This design comes from an exercise in tuning for small area on the open sky130 flow, not from production work.
Function was checked by simulation only, so behaviour that the tests miss may differ from the original.
Power figures rest on the tool's default switching activity, not on a simulated workload.

== v22 ==
==> flow/design.v (excerpt) <==
module	CPU(clk, reset, instr, pc, reg0, reg1, reg2, reg3, reg4, reg5, reg6, reg7, dataMemValue0, dataMemValue1, dataMemValue2, dataMemValue3, dataMemValue4, dataMemValue5, dataMemValue6, dataMemValue7, ALUout, ALUin1, ALUin2, regDataIn);
export LEC_CHECK = 0
export ABC_AREA = 1
export CAP_MARGIN = 20
export CORE_MARGIN = 2
export CORE_UTILIZATION = 60
export SETUP_SLACK_MARGIN = 0.05
export SLEW_MARGIN = 20
create_clock -name core_clock -period 7.0 [get_ports {clk}]
standard.sh (not shown) runs the stock make flow with config.mk's settings and CLKGATE_MAP_FILE= SYNTH_SCRIPT=/design/flow/synth_recipe.tcl, a recipe that flattens the netlist after the stock synthesis.
==> flow/flow/run.sh <==
#!/bin/bash
# Standard ORFS layout (the standard.sh) with these changes:
# - synthesis maps logic with ABC scripts of its own (flow/patch_synth.py):
#   an area-oriented one (abc_area.script) for most of the design and
#   delay-oriented ones for the register reads and ALU (abc_fast.script) and
#   the adder (abc_add.script);
# - no full-adder extraction before ABC (ADDER_MAP_FILE empty);
# - the ports are buffered with the smallest buffer cell;
# - the clock tree uses sink clusters of up to 24 registers driven by
#   clkbuf_16 and no dummy loads.
# ORFS writes each tool's log under orfs/logs; make's output is in standard_make.log.
set -euo pipefail
W=$(pwd)
rm -rf "$W/scripts_mod"
cp -r "$FLOW_HOME/scripts" "$W/scripts_mod"
cp "$W/flow/abc_area.script" "$W/flow/abc_fast.script" "$W/flow/abc_add.script" "$W/scripts_mod/"
python3 "$W/flow/patch_synth.py" "$W/scripts_mod/synth.tcl"
bash "$W/standard.sh" "SCRIPTS_DIR=$W/scripts_mod" "ADDER_MAP_FILE=" \
  "BUFFER_PORTS_ARGS=-buffer_cell sky130_fd_sc_hd__buf_1" \
  "CTS_ARGS=-sink_clustering_enable -repair_clock_nets -dont_use_dummy_load -sink_clustering_size 24 -sink_clustering_max_diameter 120 -sink_clustering_buffer sky130_fd_sc_hd__clkbuf_16 -buf_list {sky130_fd_sc_hd__clkbuf_8 sky130_fd_sc_hd__clkbuf_16}" finish > "$W/standard_make.log" 2>&1
==> flow/flow/abc_area.script <==
strash
&get -n
&dc2
&syn2
&dch -f
&nf -R 1000 -p
&put
topo
==> flow/flow/abc_fast.script <==
strash
dch -f
&get -n
&nf -p
&put
topo
==> flow/flow/patch_synth.py <==
# Patch the copied ORFS synth.tcl so that ABC maps three parts of the design
# separately, each with its own script (all copied beside synth.tcl):
#   Adder16  (the ALU's register-register adder)    abc_add.script  (delay-oriented)
#   ExecUnit (register reads, operands, ALU)        abc_fast.script
#   the rest (register file, data memory, PC, ...)  abc_area.script (area-oriented)
# Adder16 and ExecUnit are kept as modules through synthesis only;
# synth_recipe.tcl flattens the design afterwards.
import sys
path = sys.argv[1]
s = open(path).read()
a = "hierarchy -check -top $::env(DESIGN_NAME)\n"
assert a in s
s = s.replace(a, a + "setattr -mod -set keep_hierarchy 1 ExecUnit Adder16\n", 1)
b = "  log_cmd abc {*}$abc_args\n"
assert b in s
s = s.replace(b,
    "  set fast_args [lreplace $abc_args 1 1 $::env(SCRIPTS_DIR)/abc_fast.script]\n"
    "  set add_args [lreplace $abc_args 1 1 $::env(SCRIPTS_DIR)/abc_add.script]\n"
    "  log_cmd abc {*}$abc_args $::env(DESIGN_NAME)\n"
    "  log_cmd abc {*}$fast_args ExecUnit\n"
    "  log_cmd abc {*}$add_args Adder16\n", 1)
open(path, "w").write(s)
Other scripts of this flow, unchanged in this note and not shown: flow/flow/abc_add.script
v22 did not stop at any stage, and its layout met the timing, DRC and antenna checks.
Changes in v55 relative to v22:
- swapping 0.05 for 0.03 in SETUP_SLACK_MARGIN
-- flow/flow/run.sh --
<<< v22, line 2
# Standard ORFS layout (the standard.sh) with these changes:
# - synthesis maps logic with ABC scripts of its own (flow/patch_synth.py):
#   an area-oriented one (abc_area.script) for most of the design and
#   delay-oriented ones for the register reads and ALU (abc_fast.script) and
#   the adder (abc_add.script);
# - no full-adder extraction before ABC (ADDER_MAP_FILE empty);
>>> v55, line 2
# Standard ORFS layout (the standard.sh) with these changes:
# - synthesis maps logic with ABC scripts of its own (flow/patch_synth.py):
#   area-oriented ones for most of the design (abc_area.script) and for the
#   register reads and ALU (abc_fast.script), and a delay-oriented one for
#   the adder (abc_add.script);
# - no full-adder extraction before ABC (ADDER_MAP_FILE empty);
==> flow/flow/abc_fast.script <==
strash
dch -f
&get -n
&nf -R 1000 -p
&put
topo
## What came out
Diff v22 -> v55: clock slew seen by the registers of the worst setup and hold paths now smaller, setup slack up 25 ps, final cycle utilization of the critical path now smaller. v55 against v22: total power of the final layout went down by 0.00025 W, depth of the worst register-to-register path went down by 1, layout cell share with drive strength beyond 1 went down by 2.3 points, critical path depth went up by 8.
Inputs modified between v55 and v58:
- changing SETUP_SLACK_MARGIN from 0.03 to 0.1
- changing CORE_UTILIZATION from 60 to 45
==> flow/flow/run.sh <==
#!/bin/bash
# Standard ORFS layout with these changes:
# - synthesis maps logic with ABC scripts of its own (flow/patch_synth.py):
#   an area-oriented one for most of the design, delay-oriented ones for the
#   register reads, operand selection and ALU;
# - no full-adder extraction before ABC (ADDER_MAP_FILE empty);
# - the ports are buffered with the smallest buffer cell;
# - the clock tree uses larger sink clusters of clkbuf_16 and no dummy loads.
# Every tool's output goes to ORFS's logs under orfs/logs and to standard_make.log.
set -euo pipefail
W=$(pwd)
rm -rf "$W/scripts_mod"
cp -r "$FLOW_HOME/scripts" "$W/scripts_mod"
cp "$W/flow/abc_area.script" "$W/flow/abc_fast.script" "$W/flow/abc_add.script" "$W/scripts_mod/"
python3 "$W/flow/patch_synth.py" "$W/scripts_mod/synth.tcl"
bash "$W/standard.sh" "SCRIPTS_DIR=$W/scripts_mod" "ADDER_MAP_FILE=" \
  "BUFFER_PORTS_ARGS=-buffer_cell sky130_fd_sc_hd__buf_1" \
  "CTS_ARGS=-sink_clustering_enable -repair_clock_nets -dont_use_dummy_load -sink_clustering_size 24 -sink_clustering_max_diameter 120 -sink_clustering_buffer sky130_fd_sc_hd__clkbuf_16 -buf_list {sky130_fd_sc_hd__clkbuf_8 sky130_fd_sc_hd__clkbuf_16}" finish > "$W/standard_make.log" 2>&1
==> flow/flow/abc_area.script <==
strash
dch -f
&get -n
&nf -R 1000 -p
&put
topo
==> flow/flow/abc_fast.script <==
strash
dch -f
&get -n
&nf -p
&put
topo
-- flow/flow/patch_synth.py --
<<< v55, line 1
# Patch the copied ORFS synth.tcl so that ABC maps three parts of the design
# separately, each with its own script (all copied beside synth.tcl):
#   Adder16  (the ALU's register-register adder)    abc_add.script  (delay-oriented)
#   ExecUnit (register reads, operands, ALU)        abc_fast.script
#   the rest (register file, data memory, PC, ...)  abc_area.script (area-oriented)
# Adder16 and ExecUnit are kept as modules through synthesis only;
# synth_recipe.tcl flattens the design afterwards.
>>> v58, line 1
# Patch the copied ORFS synth.tcl so that ABC maps three parts of the design
# with different scripts (all copied beside synth.tcl):
#   Adder16  (the ALU's adder)                      abc_add.script  (delay)
#   ExecUnit (register reads, operands, ALU)        abc_fast.script (delay)
#   the rest (register file, data memory, PC, ...)  abc_area.script (area)
# Adder16 and ExecUnit are kept as modules through synthesis only;
# synth_recipe.tcl flattens the design afterwards.
--- outcome ---
H-tree depth, v58 and v55: lower on v55. v58 vs v55: pin count of the biggest net entering global routing up. Higher initial antenna violation count was reported by v55, not v58. Where design area is concerned, v55 is better than v58. v58 against v55; peak ir drop on the vdd network is down by more than 10%. instr[1] as the timing startpoint of the critical path was reported by v58, and instr[2] by v55. The termination of the worst setup path comes out ALUout[15] in one run and ALUout[14] in the other, namely in v58 and v55 respectively. Area added between synthesis and finish for v58 is higher than for v55. Diff v55 -> v58 | part of the power in combinational logic | decrease of 5.3 points. Compared v55 against v58; deepest clock path buffer count within noise. | sequential fraction of total cell area | higher: v55 |. When v58 is measured against v55, its via count turns out 517 lower. Relative to v55, ratio of final minimum period to clock period has decreased by 0.78 points in v58.
Changes in v35 relative to v58:
- changing CORE_UTILIZATION from 45 to 50
Results
v35 against v58: layout overhead on the synthesized area decreased by 2.6 points relative to the old numbers, first-pass GRT wire length decreased by about 3% relative to the old numbers. Delta (v35 minus v58): clock tree cell share of total cell area neither gained nor lost much; total power down about 0.9%.
Changes in v8 relative to v35:
- SETUP_SLACK_MARGIN changed from 0.1 to 0.03
Results
Looking at routability congestion estimate across v8 and v35, the one that comes out higher is v35.
~same relative area of clock buffers and inverters in the final design in v8 and v35
Diff v35 -> v8: critical path data arrival time about even; wire length per cell after detailed routing rose 1.2%; layout-stage area growth over the synthesis result fell 1.5 points; clock period minus final worst setup slack rose 9.8 ps.
v35 → v8: total chip power has decreased; global-route usage higher; fraction of synthesized area in multiplexers saw little to no change.
[inputs] v32 vs v8
- changing SLEW_MARGIN from 20 to 10
- changing CAP_MARGIN from 20 to 10
- changing CORE_UTILIZATION from 50 to 60
==> flow/flow/abc_fast.script <==
strash
dch -f
&get -n
&nf -R 1000 -p
&put
topo
### Flow results
Worst setup path endpoint = ALUout[14]: v32; worst setup path endpoint = ALUout[11]: v8. As far as overflow left after global routing goes, v32 and v8 are indistinguishable; the numbers are identical. Per the comparison of v32 with v8, instance count on the critical path now larger; met3 global-route usage now larger.

==> re-timing with driven ports <==
Ports are ideal in the flow. The routed layouts listed here were re-timed in OpenROAD. Step 1: set_driving_cell puts a clkbuf_16 on clk and a buf_2 on each other input, an assumption about the parent block. Step 2 moves the port delays by t, midway between the first and last clock arrival at a register: inputs arrive t later, outputs are due t later. That takes back most of the time a late clock gives input paths. Slacks: ideal ports / drivers / drivers and shift; pairs: ideal ports / drivers.
run | t (ns) | setup WS [ns] | clock arrival spread, ns
v22 | 0.706 | 0.061 / 0.039 / -0.452 | 0.045 / 0.045
v55 | 0.692 | 0.086 / 0.065 / -0.325 | 0.023 / 0.023
v58 | 0.638 | 0.141 / 0.081 / 0.017 | 0.064 / 0.064
v35 | 0.643 | 0.188 / 0.145 / -0.138 | 0.069 / 0.070
v8 | 0.618 | 0.179 / 0.052 / -0.245 | 0.096 / 0.096
v32 | 0.615 | 0.131 / 0.108 / -0.193 | 0.107 / 0.107
Met with ideal ports but missed after step 2: setup timing in 5 of these runs. For v22, which loses most, drivers alone change the setup slack by -0.022 ns; drivers and shift together by -0.513 ns.
